From an optimization exercise on the open Yosys and OpenROAD flow, aimed at small area; shortcuts taken in it are not production practice. RTL that was checked went through simulation tests only; none was proved equivalent to the original. No activity file was given, so power comes from the tool's default toggle rates.

==> inputs of run a <==
Design gomoku, start of the top module:
module gomoku(
    input        clk,
    input        rst,
    input        Btn0,
    output [3:0] VGA_R,     output [3:0] VGA_G,  output [3:0] VGA_B,
    output       VGA_HS,    output       VGA_VS,
    output [3:0] KeyPadRow, input  [3:0] KeyPadCol,
    output [7:0] Dot_row,
    output [7:0] Dot1_col,
    output [7:0] Dot2_col,
    output [6:0] HEX0,      output [6:0] HEX1
);
clock: 12.0 ns
lec_check: 0
abc_area: 0
cap_margin: 20
core_margin: 2
core_utilization: 70
cts_buf_list: sky130_fd_sc_hd__clkbuf_16
cts_cluster_diameter: 80
cts_cluster_size: 25
slew_margin: 20
synth_hierarchical: 1
synth_minimum_keep_size: 0
run.sh (not shown) runs the stock make flow with config.mk's settings and CLKGATE_MAP_FILE= SYNTH_SCRIPT=/design/flow/synth_recipe.tcl, a recipe that flattens the netlist after the stock synthesis.
==> inputs of run b, as changes to run a <==
--- a/flow/design.v
+++ b/flow/design.v
@@ -126,60 +126,57 @@
                 end
             end
         end
     end
     reg [8:0] tcnt;
     reg [3:0] sec_t, sec_o;
     reg       tout;
+    wire      tend = (tcnt == 9'h021);
     always @(posedge clk or negedge rst) begin
         if (!rst) begin
             tcnt  <= 9'd0;
             sec_t <= 4'd9;
             sec_o <= 4'd9;
             tout  <= 1'b0;
         end else begin
             tout <= 1'b0;
             if (turn_reset) begin
                 tcnt  <= 9'd0;
                 sec_t <= 4'd9;
                 sec_o <= 4'd9;
             end else if (!game_over) begin
-                if (tcnt == 9'd499) begin
+                if (tend) begin
                     tcnt <= 9'd0;
                     if (sec_t != 4'd0 || sec_o != 4'd0) begin
                         if (sec_o == 4'd0) begin
                             sec_o <= 4'd9;
                             sec_t <= sec_t - 4'd1;
                         end else begin
                             sec_o <= sec_o - 4'd1;
                         end
                         if (sec_t == 4'd0 && sec_o == 4'd1) tout <= 1'b1;
                     end
                 end else begin
-                    tcnt <= tcnt + 9'd1;
+                    tcnt <= {tcnt[7:0], ~(tcnt[8] ^ tcnt[4])};
                 end
             end
         end
     end
     assign timeout_pulse = tout;
     function [6:0] seg7;
         input [3:0] d;
-        case (d)
-            4'd0: seg7 = 7'b1000000;
-            4'd1: seg7 = 7'b1111001;
-            4'd2: seg7 = 7'b0100100;
-            4'd3: seg7 = 7'b0110000;
-            4'd4: seg7 = 7'b0011001;
-            4'd5: seg7 = 7'b0010010;
-            4'd6: seg7 = 7'b0000010;
-            4'd7: seg7 = 7'b1111000;
-            4'd8: seg7 = 7'b0000000;
-            4'd9: seg7 = 7'b0010000;
-            default: seg7 = 7'b1111111;
-        endcase
+        begin
+        seg7[0] = ~((d[3]) | (d[2] & d[0]) | (~d[2] & ~d[0]) | (d[1]));
+        seg7[1] = ~((~d[1] & ~d[0]) | (~d[2]) | (d[1] & d[0]));
+        seg7[2] = (~d[2] & d[1] & ~d[0]);
+        seg7[3] = (d[2] & ~d[1] & ~d[0]) | (~d[3] & ~d[2] & ~d[1] & d[0]) | (d[2] & d[1] & d[0]);
+        seg7[4] = (d[2] & ~d[1]) | (d[0]);
+        seg7[5] = (~d[2] & d[1]) | (~d[3] & ~d[2] & d[0]) | (d[1] & d[0]);
+        seg7[6] = (~d[3] & ~d[2] & ~d[1]) | (d[2] & d[1] & d[0]);
+        end
     endfunction
     assign HEX0 = seg7(sec_o);
     assign HEX1 = seg7(sec_t);
     reg  [255:0] occ, bp2;
     wire [255:0] occ_d, bp2_d;
     wire [15:0] rsel = 16'd1 << cur_r;
     wire [15:0] csel = 16'd1 << cur_c;
@@ -251,18 +248,17 @@
     gk_mux16 u_pd_q (.a(cd[3:0]), .d(pq), .o(cqr[1]));
     gk_mux16 u_pa_o (.a(ca[3:0]), .d(po), .o(cor[2]));
     gk_mux16 u_pa_q (.a(ca[3:0]), .d(pq), .o(cqr[2]));
     wire [2:0] pk_ok = {row_ok & ~ca[4], row_ok & ~cd[4], row_ok};
     assign co = cor & pk_ok;
     assign cq = cqr & pk_ok;
     wire [5:0] cpk = {cq, co & ~cq};       
-    reg [11:0] runb, runf;   
+    reg [11:0] rx, ry;
     reg acc1, acc2;
     reg occ_t;
-    reg win_d1, win_d2;      
     integer e;
     wire [11:0] hwin;
     genvar gq;
     generate
         for (gq = 0; gq < 12; gq = gq + 1) begin : g_hw
             assign hwin[gq] = (tc >= gq) && (tc <= gq + 4);
         end
@@ -270,38 +266,51 @@
     wire [15:0] tcsel = 16'd1 << tc;
     wire h1, h2;
     gk_run5 u_h1 (.m((po & ~pq) | tcsel), .w(hwin), .y(h1));
     gk_run5 u_h2 (.m(pq | tcsel),         .w(hwin), .y(h2));
     wire is_h = (k == 5'sd0);
     assign occ_t_now = ((s == 4'd8) && is_h) ? cor[0] : occ_t;
     wire first_n  = (s == 4'd6);
+    wire s_first  = (s[3:1] == 3'd0);      
     wire second_n = (s == 4'd8 && !is_h) || (s == 4'd7 && m[1]);
-    wire side_f   = (k > 5'sd0);           
+    wire side_f   = (m == 2'd1);           
+    reg [11:0] rx_d, ry_d;
+    reg [5:0]  fin;                        
+    reg [1:0]  rs, ro;
+    reg        x1, x2;
     always @(*) begin
-        win_d1 = 1'b0; win_d2 = 1'b0;
         for (e = 0; e < 6; e = e + 1) begin
-            if (second_n) begin
-                if (cpk[e] ? runf[2*e+1] : runb[2*e+1]) begin
-                    if (e < 3) win_d1 = 1'b1; else win_d2 = 1'b1;
-                end
+            rs = side_f ? ry[2*e +: 2] : rx[2*e +: 2];
+            ro = side_f ? rx[2*e +: 2] : ry[2*e +: 2];
+            x1 = cpk[e] & (rs == 2'd3);
+            x2 = cpk[e] ? ({1'b0, rs} + {1'b0, ro} >= 3'd2) : (ro == 2'd3);
+            if (first_n) begin
+                rx_d[2*e +: 2] = {x2, x1};
+                ry_d[2*e +: 2] = {x2, x1};
+            end else begin
+                rx_d[2*e +: 2] = ry[2*e +: 2];
+                ry_d[2*e +: 2] = {cpk[e] & ~s_first & (rx[2*e+1] ^ rx[2*e]), cpk[e] & (s_first | ~rx[2*e])};
             end
+            fin[e] = second_n & (cpk[e] ? rx[2*e+1] : rx[2*e]);
         end
     end
     always @(posedge clk or negedge rst) begin
         if (!rst) begin
             ust   <= 4'd0;
             mv    <= 2'd0;
             acc1  <= 1'b0;
             acc2  <= 1'b0;
             win1  <= 1'b0;
             win2  <= 1'b0;
             occ_t <= 1'b0;
-            runb  <= 12'd0;
-            runf  <= 12'd0;
+            rx    <= 12'd0;
+            ry    <= 12'd0;
         end else begin
+            rx <= rx_d;
+            ry <= ry_d;
             if (trig) begin
                 ust  <= 4'd1;
                 mv   <= mv_now;
                 acc1 <= 1'b0;
                 acc2 <= 1'b0;
             end else if (ust == 4'd9) begin
                 ust  <= 4'd0;
@@ -312,26 +321,16 @@
             end
             if (busy) begin
                 if (is_h) begin
                     occ_t <= cor[0];
                     if (h1) acc1 <= 1'b1;
                     if (h2) acc2 <= 1'b1;
                 end
-                if (win_d1) acc1 <= 1'b1;
-                if (win_d2) acc2 <= 1'b1;
-                for (e = 0; e < 6; e = e + 1) begin
-                    if (s < 4'd6) begin
-                        if (s[0]) runf[2*e +: 2] <= (cpk[e] ? ((s == 4'd1) ? 2'd1 : runf[2*e +: 2] + 2'd1) : 2'd0);
-                        else      runb[2*e +: 2] <= (cpk[e] ? ((s == 4'd0) ? 2'd1 : runb[2*e +: 2] + 2'd1) : 2'd0);
-                    end else if (first_n) begin
-                        runb[2*e+1] <= cpk[e] && ((side_f ? runf[2*e +: 2] : runb[2*e +: 2]) == 2'd3);
-                        runf[2*e+1] <= cpk[e] ? ({1'b0, runf[2*e +: 2]} + {1'b0, runb[2*e +: 2]} >= 3'd2)
-                                             : ((side_f ? runb[2*e +: 2] : runf[2*e +: 2]) == 2'd3);
-                    end
-                end
+                if (|fin[2:0]) acc1 <= 1'b1;
+                if (|fin[5:3]) acc2 <= 1'b1;
             end
         end
     end
     reg [4:0] hc, hx, vc, vy;
     wire h_last = (hc == 5'd25) && (hx == 5'd3);      
     wire h_wrap = (hc == 5'd28) && (hx == 5'd15);     
     always @(posedge clk or negedge rst) begin
@@ -414,38 +413,22 @@
             end
         end
     end
     assign VGA_R = r_o;
     assign VGA_G = g_o;
     assign VGA_B = b_o;
     reg [7:0] pat1, pat2;
+    reg [1:0] dcq;
+    integer i;
+    wire [1:0] rp = drow[1:0] ^ {2{drow[2]}};
     always @(*) begin
-        pat1 = 8'b00000000;
-        if (place_result == 2'b01) begin
-            case (drow)
-                3'd7: pat1 = 8'b11111111;
-                3'd6: pat1 = 8'b11100111;
-                3'd5: pat1 = 8'b11011011;
-                3'd4: pat1 = 8'b10111101;
-                3'd3: pat1 = 8'b10111101;
-                3'd2: pat1 = 8'b11011011;
-                3'd1: pat1 = 8'b11100111;
-                3'd0: pat1 = 8'b11111111;
-            endcase
-        end else if (place_result == 2'b10) begin
-            case (drow)
-                3'd7: pat1 = 8'b11111111;
-                3'd6: pat1 = 8'b10111101;
-                3'd5: pat1 = 8'b11011011;
-                3'd4: pat1 = 8'b11100111;
-                3'd3: pat1 = 8'b11100111;
-                3'd2: pat1 = 8'b11011011;
-                3'd1: pat1 = 8'b10111101;
-                3'd0: pat1 = 8'b11111111;
-            endcase
+        for (i = 0; i < 8; i = i + 1) begin
+            dcq = (i < 4) ? i : 7 - i;
+            pat1[i] = (place_result[0] & ({1'b0, rp} + {1'b0, dcq} != 3'd4)) |
+                      (place_result[1] & ((rp != dcq) || (dcq == 2'd0)));
         end
         pat2 = 8'b00000000;
         if (game_over) begin
             if (!cp) begin
                 case (drow)
                     3'd7: pat2 = 8'b11110011;
                     3'd6: pat2 = 8'b11100011;
==> inputs of run c, as changes to run a <==
--- a/flow/design.v
+++ b/flow/design.v
@@ -66,22 +66,22 @@
     reg       pending;       
     reg       btn0_prev;
     reg [3:0] cur_r, cur_c;
     reg       occ_reg;       
     reg       win1, win2;    
     wire      timeout_pulse;
     wire      occ_t_now;     
-    reg [3:0] ust;           
-    wire [3:0] tr, tc;       
     wire confirm  = (~Btn0 & btn0_prev) | (key_valid && key_code == 4'h5);
     wire key_up    = (key_code == 4'h6);
     wire key_down  = (key_code == 4'h4);
     wire key_left  = (key_code == 4'h2);
     wire key_right = (key_code == 4'h8);
-    wire do_move  = key_valid && !game_over && !pending && (ust == 4'd8);
+    wire do_move  = key_valid && !game_over && !pending &&
+                    ((key_up && cur_r != 4'd0) || (key_down && cur_r != 4'd15) ||
+                     (key_left && cur_c != 4'd0) || (key_right && cur_c != 4'd15));
     always @(posedge clk or negedge rst) begin
         if (!rst) begin
             cp           <= 1'b0;
             lp           <= 1'b0;
             place_result <= 2'b00;
             game_over    <= 1'b0;
             turn_reset   <= 1'b0;
@@ -106,19 +106,28 @@
             if (do_move) occ_reg <= occ_t_now;
             if (!game_over && !pending) begin
                 if (timeout_pulse) begin
                     cp           <= ~cp;
                     place_result <= 2'b00;
                     turn_reset   <= 1'b1;
                 end
-                if (key_valid && (key_up || key_down || key_left || key_right))
-                    place_result <= 2'b00;
-                if (do_move) begin
-                    cur_r <= tr;
-                    cur_c <= tc;
+                if (key_valid) begin
+                    if (key_up) begin
+                        if (cur_r != 4'd0)  cur_r <= cur_r - 4'd1;
+                        place_result <= 2'b00;
+                    end else if (key_down) begin
+                        if (cur_r != 4'd15) cur_r <= cur_r + 4'd1;
+                        place_result <= 2'b00;
+                    end else if (key_left) begin
+                        if (cur_c != 4'd0)  cur_c <= cur_c - 4'd1;
+                        place_result <= 2'b00;
+                    end else if (key_right) begin
+                        if (cur_c != 4'd15) cur_c <= cur_c + 4'd1;
+                        place_result <= 2'b00;
+                    end
                 end
                 if (confirm) begin
                     if (!occ_reg) begin
                         pending      <= 1'b1;
                         place_result <= 2'b01;
                     end else begin
                         place_result <= 2'b10;
@@ -202,20 +211,21 @@
     end
     wire trig_key = tick && (kst == 3'd0) && key_any;
     wire [1:0] mv_now = (key_now == 4'h6) ? 2'd0 : (key_now == 4'h4) ? 2'd1 :
                         (key_now == 4'h2) ? 2'd2 : 2'd3;
     wire mv_ok = ((key_now == 4'h6) && cur_r != 4'd0) || ((key_now == 4'h4) && cur_r != 4'd15) ||
                  ((key_now == 4'h2) && cur_c != 4'd0) || ((key_now == 4'h8) && cur_c != 4'd15);
     wire trig = trig_key & mv_ok;
+    reg [3:0] ust;           
     reg [1:0] mv;
     wire [3:0] s  = trig ? 4'd0 : ust;
     wire busy = trig | ((ust != 4'd0) && (ust != 4'd9));
     wire [1:0] m  = trig ? mv_now : mv;
-    assign tr = (m == 2'd0) ? cur_r - 4'd1 : (m == 2'd1) ? cur_r + 4'd1 : cur_r;
-    assign tc = (m == 2'd2) ? cur_c - 4'd1 : (m == 2'd3) ? cur_c + 4'd1 : cur_c;
+    wire [3:0] tr = (m == 2'd0) ? cur_r - 4'd1 : (m == 2'd1) ? cur_r + 4'd1 : cur_r;
+    wire [3:0] tc = (m == 2'd2) ? cur_c - 4'd1 : (m == 2'd3) ? cur_c + 4'd1 : cur_c;
     reg signed [4:0] k;
     always @(*) begin
         case (s)
             4'd0: k = -5'sd4;
             4'd1: k =  5'sd4;
             4'd2: k = -5'sd3;
             4'd3: k =  5'sd3;
@@ -240,43 +250,42 @@
                 assign col_o[gi] = occ[16*gi + gj];
                 assign col_q[gi] = bp2[16*gi + gj];
             end
             gk_sel16 u_o (.s(pasel), .d(col_o), .o(po[gj]));
             gk_sel16 u_q (.s(pasel), .d(col_q), .o(pq[gj]));
         end
     endgenerate
-    wire [2:0] co, cq, cor, cqr;
-    gk_mux16 u_pv_o (.a(tc),      .d(po), .o(cor[0]));
-    gk_mux16 u_pv_q (.a(tc),      .d(pq), .o(cqr[0]));
-    gk_mux16 u_pd_o (.a(cd[3:0]), .d(po), .o(cor[1]));
-    gk_mux16 u_pd_q (.a(cd[3:0]), .d(pq), .o(cqr[1]));
-    gk_mux16 u_pa_o (.a(ca[3:0]), .d(po), .o(cor[2]));
-    gk_mux16 u_pa_q (.a(ca[3:0]), .d(pq), .o(cqr[2]));
-    wire [2:0] pk_ok = {row_ok & ~ca[4], row_ok & ~cd[4], row_ok};
-    assign co = cor & pk_ok;
-    assign cq = cqr & pk_ok;
+    wire [2:0] co, cq;
+    assign co[0] = row_ok & po[tc];
+    assign cq[0] = row_ok & pq[tc];
+    assign co[1] = row_ok & ~cd[4] & po[cd[3:0]];
+    assign cq[1] = row_ok & ~cd[4] & pq[cd[3:0]];
+    assign co[2] = row_ok & ~ca[4] & po[ca[3:0]];
+    assign cq[2] = row_ok & ~ca[4] & pq[ca[3:0]];
     wire [5:0] cpk = {cq, co & ~cq};       
     reg [11:0] runb, runf;   
     reg acc1, acc2;
     reg occ_t;
     reg win_d1, win_d2;      
     integer e;
-    wire [11:0] hwin;
-    genvar gq;
-    generate
-        for (gq = 0; gq < 12; gq = gq + 1) begin : g_hw
-            assign hwin[gq] = (tc >= gq) && (tc <= gq + 4);
+    function run5;
+        input [15:0] l;
+        input [15:0] p;    
+        integer q;
+        begin
+            run5 = 1'b0;
+            for (q = 0; q < 12; q = q + 1)
+                if ((&l[q +: 5]) && (|p[q +: 5])) run5 = 1'b1;
         end
-    endgenerate
+    endfunction
     wire [15:0] tcsel = 16'd1 << tc;
-    wire h1, h2;
-    gk_run5 u_h1 (.m((po & ~pq) | tcsel), .w(hwin), .y(h1));
-    gk_run5 u_h2 (.m(pq | tcsel),         .w(hwin), .y(h2));
+    wire h1 = run5((po & ~pq) | tcsel, tcsel);
+    wire h2 = run5(pq | tcsel, tcsel);
     wire is_h = (k == 5'sd0);
-    assign occ_t_now = ((s == 4'd8) && is_h) ? cor[0] : occ_t;
+    assign occ_t_now = ((s == 4'd8) && is_h) ? po[tc] : occ_t;
     wire first_n  = (s == 4'd6);
     wire second_n = (s == 4'd8 && !is_h) || (s == 4'd7 && m[1]);
     wire side_f   = (k > 5'sd0);           
     always @(*) begin
         win_d1 = 1'b0; win_d2 = 1'b0;
         for (e = 0; e < 6; e = e + 1) begin
             if (second_n) begin
@@ -308,15 +317,15 @@
                 win1 <= acc1;
                 win2 <= acc2;
             end else if (ust != 4'd0) begin
                 ust <= ust + 4'd1;
             end
             if (busy) begin
                 if (is_h) begin
-                    occ_t <= cor[0];
+                    occ_t <= po[tc];
                     if (h1) acc1 <= 1'b1;
                     if (h2) acc2 <= 1'b1;
                 end
                 if (win_d1) acc1 <= 1'b1;
                 if (win_d2) acc2 <= 1'b1;
                 for (e = 0; e < 6; e = e + 1) begin
                     if (s < 4'd6) begin
@@ -507,24 +516,7 @@
 module gk_sel8(
     input  [7:0] s,
     input  [7:0] d,
     output       o
 );
     assign o = |(s & d);
 endmodule
-module gk_mux16(
-    input  [3:0]  a,
-    input  [15:0] d,
-    output        o
-);
-    assign o = d[a];
-endmodule
-module gk_run5(
-    input  [15:0] m,
-    input  [11:0] w,
-    output        y
-);
-    wire [14:0] p2 = m[14:0] & m[15:1];
-    wire [12:0] p4 = p2[12:0] & p2[14:2];
-    wire [11:0] p5 = p4[11:0] & m[15:4];
-    assign y = |(p5 & w);
-endmodule
CORE_UTILIZATION = 65   (was 70)
CTS_BUF_LIST = sky130_fd_sc_hd__clkbuf_4   (was sky130_fd_sc_hd__clkbuf_16)
CTS_CLUSTER_DIAMETER = not set   (was 80)
CTS_CLUSTER_SIZE = not set   (was 25)
==> summary.txt <==
* Sequential share of cell area at 44.7%
* Period utilization at 87.1%
* Clock buffer count at 223
* Signal buf overhead at 3.30%
* Status: timing/DRC/antenna clean
* Crit Path Max Fanout at 40
* PwrDens at 175 nW/um2
* Overall routing resource usage at 39.6%
* Hold WS at 0.455 ns
# the run above: run c

==> summary.txt <==
* Status: timing/DRC/antenna clean
* Crit Path Max Fanout at 32
* Hold WS at 0.462 ns
* Clock buffer count at 31
* Period utilization at 82.5%
* PwrDens at 151 nW/um2
* Overall routing resource usage at 40.7%
* Signal buf overhead at 3.18%
* Sequential share of cell area at 47.1%
# the run above: run a

==> summary.txt <==
* Area of the mapped netlist at 29900 um2
* Maximum clock rate at 94.0 MHz
* Drt total wl at 89900 um
* Clock buffer count at 31
* PwrDens at 147 nW/um2
* Status: timing/DRC/antenna clean
* Overall routing resource usage at 40.9%
* Crit Path Max Fanout at 18
* Hold WS at 0.462 ns
* Period utilization at 88.6%
# the run above: run b

No functional check of the RTL was part of run a and run c.

[afterwards: timing with drivers on the ports]
Ports are ideal in the flow. The routed layouts listed here were re-timed in OpenROAD.
Step 1 (the two cells are an assumption about what drives the block):
set clk [get_ports {clk}]
set_driving_cell -lib_cell sky130_fd_sc_hd__clkbuf_16 $clk
set_driving_cell -lib_cell sky130_fd_sc_hd__buf_2 [delete_from_list [all_inputs] $clk]
Step 2 adds t to the input delays and takes it off the output delays; t is the mean of the earliest and latest rising clock arrival at the registers after step 1. Input paths then give back, and output paths get back, about the clock's delay inside the block.
Three values: ideal, step 1, step 2; two values: the first two.
run	t (ns)	setup WS [ns]	hold WS [ns]	clock arrival spread, ns	worst register clock-pin slew, ns
run a	0.704	2.104 / 2.116 / 1.413	0.462 / 0.462 / 0.462	0.056 / 0.055	0.10 / 0.10
run b	0.682	1.367 / 1.397 / 0.714	0.462 / 0.462 / 0.462	0.035 / 0.035	0.10 / 0.10
run c	1.030	1.550 / 1.558 / 0.527	0.455 / 0.455 / 0.455	0.085 / 0.085	0.07 / 0.07
After both steps every run listed still meets setup and hold. The setup slack of run c, which loses most, moves by +0.008 ns with the drivers and by -1.023 ns with both steps.
